What follows belongs to an exercise in optimizing a design on an open flow for small area, a short achievable clock period and few clock cycles per item; a production flow would make more cautious choices. Where RTL was checked, it was by simulation tests only, not by an equivalence proof against the original. Power and IR drop assume default switching activity.

run A:
==> flow/design.v (excerpt) <==
module JAM (
input CLK,
input RST,
output reg [2:0] W,
output reg [2:0] J,
input [6:0] Cost,
output [3:0] MatchCount,
output reg [9:0] MinCost,
output reg Valid );
Settings: LEC_CHECK=0, CAP_MARGIN=20, CORE_MARGIN=2, CORE_UTILIZATION=70, SETUP_SLACK_MARGIN=2.2, SLEW_MARGIN=20, TNS_END_PERCENT=10; clock period 5.0 ns.
run.sh (not shown) runs the stock make flow with config.mk's settings and CLKGATE_MAP_FILE= SYNTH_SCRIPT=/design/flow/synth_recipe.tcl, a recipe that flattens the netlist after the stock synthesis.
Testbench counts of run A, summed over its fixed seeds: cycles 5,819, items 24.
The inputs of run B differ from those of run A as listed below.
- clearing TNS_END_PERCENT, which used to be 10
- swapping 70 for 80 in CORE_UTILIZATION
Notes after the runs:
Run B did not finish; a tool error ended it in global routing.
Diff run A..run B | gate count after technology mapping | unchanged
Measured against each other, run B and run A differ in row count, the lower figure coming from run B.
Diff run A..run B | post-synthesis async set-or-reset flop share | unchanged
Half-perimeter wire length after detailed placement went up by a few percent going from run A to run B.
Run B ended with less width of the chip than run A.
Run B against run A: cell area after placement went down 100 sq um, initial standard-cell utilization of the core +10 points, number of placed instances with taps included went down by about 2.3%, number of buffers inserted by post-CTS setup repair has increased.
Of run B and run A, the run reporting the lower CTS buffer count was run B.
Changes in run C relative to run B:
- swapping 80 for 70 in CORE_UTILIZATION
- putting CTS_BUF_LIST at sky130_fd_sc_hd__clkbuf_8 where nothing was set
- swapping 2.2 for 2.0 in SETUP_SLACK_MARGIN
Notes after the runs:
Run C: full flow OK, the timing, design-rule and antenna checks passed. Run C vs. run B: TritonCTS buffer count increased 32; xor/xnor share of the synthesized area essentially unchanged; HPWL after detailed placement decreased about 3.6%; synthesized cell count essentially unchanged. Reported for run C and run B, area after synthesis turned out identical to the last digit. Looking at weighted congestion at the end of routability-driven global placement, run C sits 0.076 below run B. Reported for run C and run B, fraction of synthesis flops using an asynchronous set or reset pin turned out identical to the last digit. Compared run C vs run B, and cell total after placement is up in run C.

========
JAM, a different RTL version from the one above (not shown whole).
Size: roughly 2700 cells after synthesis, roughly 510 flip-flops, about 30 I/O pins, roughly 28000 um^2 of cells after synthesis.
export LEC_CHECK = 0
export CAP_MARGIN = 20
export CORE_MARGIN = 2
export CORE_UTILIZATION = 70
export SETUP_SLACK_MARGIN = 2.2
export SLEW_MARGIN = 20
export TNS_END_PERCENT = 10
create_clock -name core_clock -period 5.0 [get_ports {CLK}]
The baseline ran to the end with no violations.
Next try:
--- a/flow/config.mk
+++ b/flow/config.mk
@@ -9,5 +9,4 @@
 export CORE_MARGIN = 2
 export CORE_UTILIZATION = 70
-export SETUP_SLACK_MARGIN = 2.2
+export SETUP_SLACK_MARGIN = 2.1
 export SLEW_MARGIN = 20
-export TNS_END_PERCENT = 10
Global-route usage falls by 0.61 points.
Final area falls by 0.34%.
Synthesized cell count does not change.
Via count falls by 2.2%.
Worst setup slack gains 0.012 ns.
Worst hold slack is about the same.
Function was not checked in any run of this note: the RTL went through the layout flow alone.

========
JAM with an RTL version that a note above also has.
Size in the first run: roughly 2700 cells after synthesis, roughly 0.028 mm² of cells after synthesis.
clock: 5.0 ns
lec_check: 0
cap_margin: 20
core_margin: 2
core_utilization: 70
cts_cluster_size: 40
setup_slack_margin: 2.2
slew_margin: 20
The starting point finished with timing, DRC and antenna clean.
Testbench counts at the start, summed over its fixed seeds: cycles 5,819, items 24.
Change:
--- a/flow/config.mk
+++ b/flow/config.mk
@@ -8 +8 @@
-export CAP_MARGIN = 20
+export CAP_MARGIN = 5
@@ -11 +10,0 @@
-export CTS_CLUSTER_SIZE = 40
@@ -13 +12 @@
-export SLEW_MARGIN = 20
+export SLEW_MARGIN = 5
After rerunning:
- The new run completed with no timing, DRC or antenna violations
- via count is about the same
- clock-buffer cell count does not change
- final area hardly moves
- cell count hardly moves
- clock power stays flat
Change:
--- a/flow/config.mk
+++ b/flow/config.mk
@@ -8 +8 @@
-export CAP_MARGIN = 5
+export CAP_MARGIN = 20
@@ -11,2 +11,2 @@
-export SETUP_SLACK_MARGIN = 2.2
-export SLEW_MARGIN = 5
+export SETUP_SLACK_MARGIN = 2.15
+export SLEW_MARGIN = 20
What happened:
- The new run completed with no timing, DRC or antenna violations
- cell count hardly moves
- sequential cell count stays the same
- critical path depth fell by 1
- setup slack is worse by 0.054 ns
- clock power fell by a few percent
- synthesized cell count is unchanged
- die area stays the same
- hold slack is better by 0.018 ns
- power fell by a few percent

========
JAM again, from the RTL that the note above started with.
Design JAM, start of the top module:
module JAM (
input CLK,
input RST,
output reg [2:0] W,
output reg [2:0] J,
input [6:0] Cost,
output [3:0] MatchCount,
output reg [9:0] MinCost,
output reg Valid );
localparam K_NONE = 3'd0, K_CR = 3'd1, K_INIT = 3'd2, K_H = 3'd3, K_SCAN = 3'd4, K_EXT = 3'd5;
localparam S_CR = 0, S_WCR = 1, S_INIT = 2, S_WROW = 3, S_HB = 4, S_SCAN = 5,
           S_EXT = 6, S_WEXT = 7, S_RY = 8, S_RYW = 9, S_RYW2 = 10, S_DONE = 11;
function [3:0] mul16;
    input [3:0] a, b;
    reg [7:0] t;
    begin
        t = a * b;
        mul16 = t[3:0];
    end
endfunction
function [7:0] lowbit;
    input [7:0] x;
    integer m;
    reg seen;
    begin
        seen = 1'b0;
        for (m = 0; m < 8; m = m + 1) begin
            lowbit[m] = x[m] & ~seen;
            seen = seen | x[m];
        end
    end
endfunction
function [2:0] low3;
    input [7:0] x;
    integer m;
    begin
        low3 = 3'd0;
        for (m = 7; m >= 0; m = m - 1)
            if (x[m]) low3 = m;
    end
endfunction
reg [11:0] st;
reg [2:0] ak;           
reg       afirst, alast;
reg [7:0] off;          
reg [9:0] corr;         
reg       fsc;          
reg [2:0] bk;           
reg       ev;           
reg       accf, dfd;    
  ...
==> flow/config.mk <==
export PLATFORM = sky130hd
export DESIGN_NAME = JAM
export DESIGN_NICKNAME = JAM
export VERILOG_FILES = /design/flow/design.v
export SDC_FILE = /design/flow/constraint.sdc
export NUM_CORES = 4
export LEC_CHECK = 0
export CAP_MARGIN = 20
export CORE_MARGIN = 2
export CORE_UTILIZATION = 70
export SETUP_SLACK_MARGIN = 2.4
export SLEW_MARGIN = 20
==> flow/constraint.sdc <==
create_clock -name core_clock -period 5.0 [get_ports {CLK}]
set_input_delay 1.0000 -clock core_clock [delete_from_list [all_inputs] [get_ports {CLK}]]
set_output_delay 1.0000 -clock core_clock [all_outputs]
set_load 0.01 [all_outputs]
The baseline went through all stages and came out clean.
Testbench counts at the start, summed over its fixed seeds: cycles 5,819, items 24.
Next try:
SETUP_SLACK_MARGIN = 2.0   (was 2.4)
=> The new run finished with timing, DRC and antenna clean; clock skew is lower by 9.4 ps; critical path depth is higher by 2; core utilization is lower by 7.1 points; area after synthesis is unchanged; final area is lower by 8.2%; first-iteration DRC count is lower by about 20%.
Next try:
SETUP_SLACK_MARGIN = 2.25   (was 2.0)
Routed wire length goes up by 8.4%; utilization grows by 3.1 points; cell area is higher by about 4%; die area is unchanged; setup slack is worse by 47 ps; final cell count rose by 2.5%; register-to-register slack loses 50 ps; synthesized cell count does not change.
Next try:
CTS_BUF_LIST = sky130_fd_sc_hd__clkbuf_8   (was not set)
CTS_CLUSTER_SIZE = 24   (was not set)
SETUP_SLACK_MARGIN = 2.2   (was 2.25)
=> Clock skew is higher by 17 ps. Count of clock-buffer cells in the layout is higher by 24. Flip-flop and latch count does not change. Total power is lower by 5.3%. Core utilization is lower by 1.2 points. Area after synthesis stays the same. Hold slack improved by 9.1 ps. Non-clock buffer count is lower by 26. Die area does not change. Design area is lower by 1.5%.
Next try:
CTS_BUF_LIST = not set   (was sky130_fd_sc_hd__clkbuf_8)
CTS_CLUSTER_SIZE = not set   (was 24)
SETUP_SLACK_MARGIN = 2.6   (was 2.2)
After rerunning:
- The new run produced a clean layout
- worst setup slack degrades by 27 ps
- non-clock buffer count increases by 129
- synthesized cell count is unchanged

========
Setup of old:
Starting RTL as in the previous note.
## JAM
module JAM (
input CLK,
input RST,
output reg [2:0] W,
output reg [2:0] J,
input [6:0] Cost,
output [3:0] MatchCount,
output reg [9:0] MinCost,
output reg Valid );
localparam K_NONE = 3'd0, K_CR = 3'd1, K_INIT = 3'd2, K_H = 3'd3, K_SCAN = 3'd4, K_EXT = 3'd5;
localparam S_CR = 0, S_WCR = 1, S_INIT = 2, S_WROW = 3, S_HB = 4, S_SCAN = 5,
           S_EXT = 6, S_WEXT = 7, S_RY = 8, S_RYW = 9, S_RYW2 = 10, S_DONE = 11;
function [3:0] mul16;
    input [3:0] a, b;
    reg [7:0] t;
    begin
        t = a * b;
        mul16 = t[3:0];
    end
endfunction
function [7:0] lowbit;
    input [7:0] x;
    integer m;
    reg seen;
    begin
        seen = 1'b0;
        for (m = 0; m < 8; m = m + 1) begin
            lowbit[m] = x[m] & ~seen;
            seen = seen | x[m];
        end
    end
endfunction
function [2:0] low3;
    input [7:0] x;
    integer m;
    begin
        low3 = 3'd0;
        for (m = 7; m >= 0; m = m - 1)
            if (x[m]) low3 = m;
    end
endfunction
reg [11:0] st;
reg [2:0] ak;           
reg       afirst, alast;
reg [7:0] off;          
reg [9:0] corr;         
reg       fsc;          
reg [2:0] bk;           
reg       ev;           
reg       accf, dfd;    
reg [7:0] rowasg;       
reg       aug_on;
reg       s1v;
reg [7:0] vo;           
reg [2:0] bi, bj;
reg       bfirst, blast;
reg [8:0] cs;           
reg [7:0] dA, dB;       
reg [7:0] v [0:7];      
reg [7:0] d [0:7];      
reg [2:0] prow [0:7];   
reg [7:0] pval;         
reg [2:0] way [0:7];    
reg [7:0] wset;         
reg [7:0] ready;
  ...
Settings: LEC_CHECK=0, CAP_MARGIN=20, CORE_MARGIN=2, CORE_UTILIZATION=70, CTS_BUF_LIST=sky130_fd_sc_hd__clkbuf_8, CTS_CLUSTER_SIZE=30, SETUP_SLACK_MARGIN=2.2, SLEW_MARGIN=20; clock period 5.0 ns.
Testbench counts of old, summed over its fixed seeds: cycles 5,819, items 24.
Modified inputs, new compared to old
Settings: a deleted CTS_CLUSTER_SIZE that had been 30; a deleted CTS_BUF_LIST that had been sky130_fd_sc_hd__clkbuf_8; a change of CORE_UTILIZATION from 70 to 60; a change of SETUP_SLACK_MARGIN from 2.2 to 2.0.
Notes after the runs:
Average wire per standard cell on new is down relative to old. As far as total grt overflow goes, old and new are indistinguishable; the numbers are identical. Compared with old, the router placed fewer vias in new. Of new and old, the run reporting the higher total wire length after detailed routing was old. Per the comparison of new with old, share of the clock period used by the worst path fell 1.8 points; count of sequential standard cells about even. STATUS total power: new loses against old. Sort new and old by worst slack at placement desc -> top: old. On total clock buffers created by CTS: between new and old, it ends up higher for old. Delta(time the worst path needs with I/O delays and setup, new - old) < 0.

-- port drivers added, routing unchanged --
How much do the figures lean on ideal ports? The routed layouts below were timed once more, with nothing changed but the port constraints. Step 1: set_driving_cell puts a clkbuf_16 on CLK and a buf_2 on each other input, an assumption about the parent block. Step 2 also shifts input and output timing later by t, the mid clock arrival at the registers, as if the neighbouring blocks saw the same clock. Slacks: ideal / step 1 / step 2; pairs: ideal / step 1.
run | t, ns | setup WS [ns] | worst hold slack (ns) | worst setup path after step 2 | slew at the worst register clock pin (ns)
run A | 0.661 | 2.034 / 2.034 / 1.564 | 0.334 / 0.334 / 0.334 | input to register | 0.07 / 0.07
run C | 0.714 | 1.860 / 1.860 / 1.414 | 0.350 / 0.350 / 0.350 | input to register | 0.07 / 0.07
the first run of note 2 | 0.669 | 2.016 / 2.016 / 1.524 | 0.340 / 0.340 / 0.340 | input to register | 0.07 / 0.07
the second run of note 2 | 0.654 | 2.029 / 2.029 / 1.614 | 0.341 / 0.341 / 0.341 | input to register | 0.07 / 0.07
the first run of note 3 | 0.659 | 2.129 / 2.129 / 1.636 | 0.327 / 0.327 / 0.327 | input to register | 0.07 / 0.07
the second run of note 3 | 0.657 | 2.134 / 2.134 / 1.637 | 0.326 / 0.326 / 0.326 | input to register | 0.07 / 0.07
the third run of note 3 | 0.671 | 2.081 / 2.081 / 1.592 | 0.344 / 0.344 / 0.344 | input to register | 0.07 / 0.07
the first run of note 4 | 0.680 | 1.759 / 1.759 / 1.682 | 0.345 / 0.345 / 0.345 | input to register | 0.07 / 0.07
the second run of note 4 | 0.667 | 1.952 / 1.952 / 1.443 | 0.353 / 0.353 / 0.353 | input to register | 0.07 / 0.07
the third run of note 4 | 0.669 | 1.906 / 1.906 / 1.591 | 0.330 / 0.330 / 0.330 | input to register | 0.08 / 0.08
the fourth run of note 4 | 0.710 | 1.890 / 1.890 / 1.594 | 0.339 / 0.339 / 0.339 | input to register | 0.07 / 0.07
the fifth run of note 4 | 0.681 | 1.863 / 1.863 / 1.638 | 0.342 / 0.342 / 0.342 | input to register | 0.07 / 0.07
old | 0.710 | 1.890 / 1.890 / 1.594 | 0.339 / 0.339 / 0.339 | input to register | 0.07 / 0.07
new | 0.663 | 1.978 / 1.978 / 1.513 | 0.344 / 0.344 / 0.344 | input to register | 0.07 / 0.07
After both steps every run listed still meets setup and hold. For the second run of note 4, which loses most, drivers alone change the setup slack by 0.000 ns; drivers and shift together by -0.509 ns.
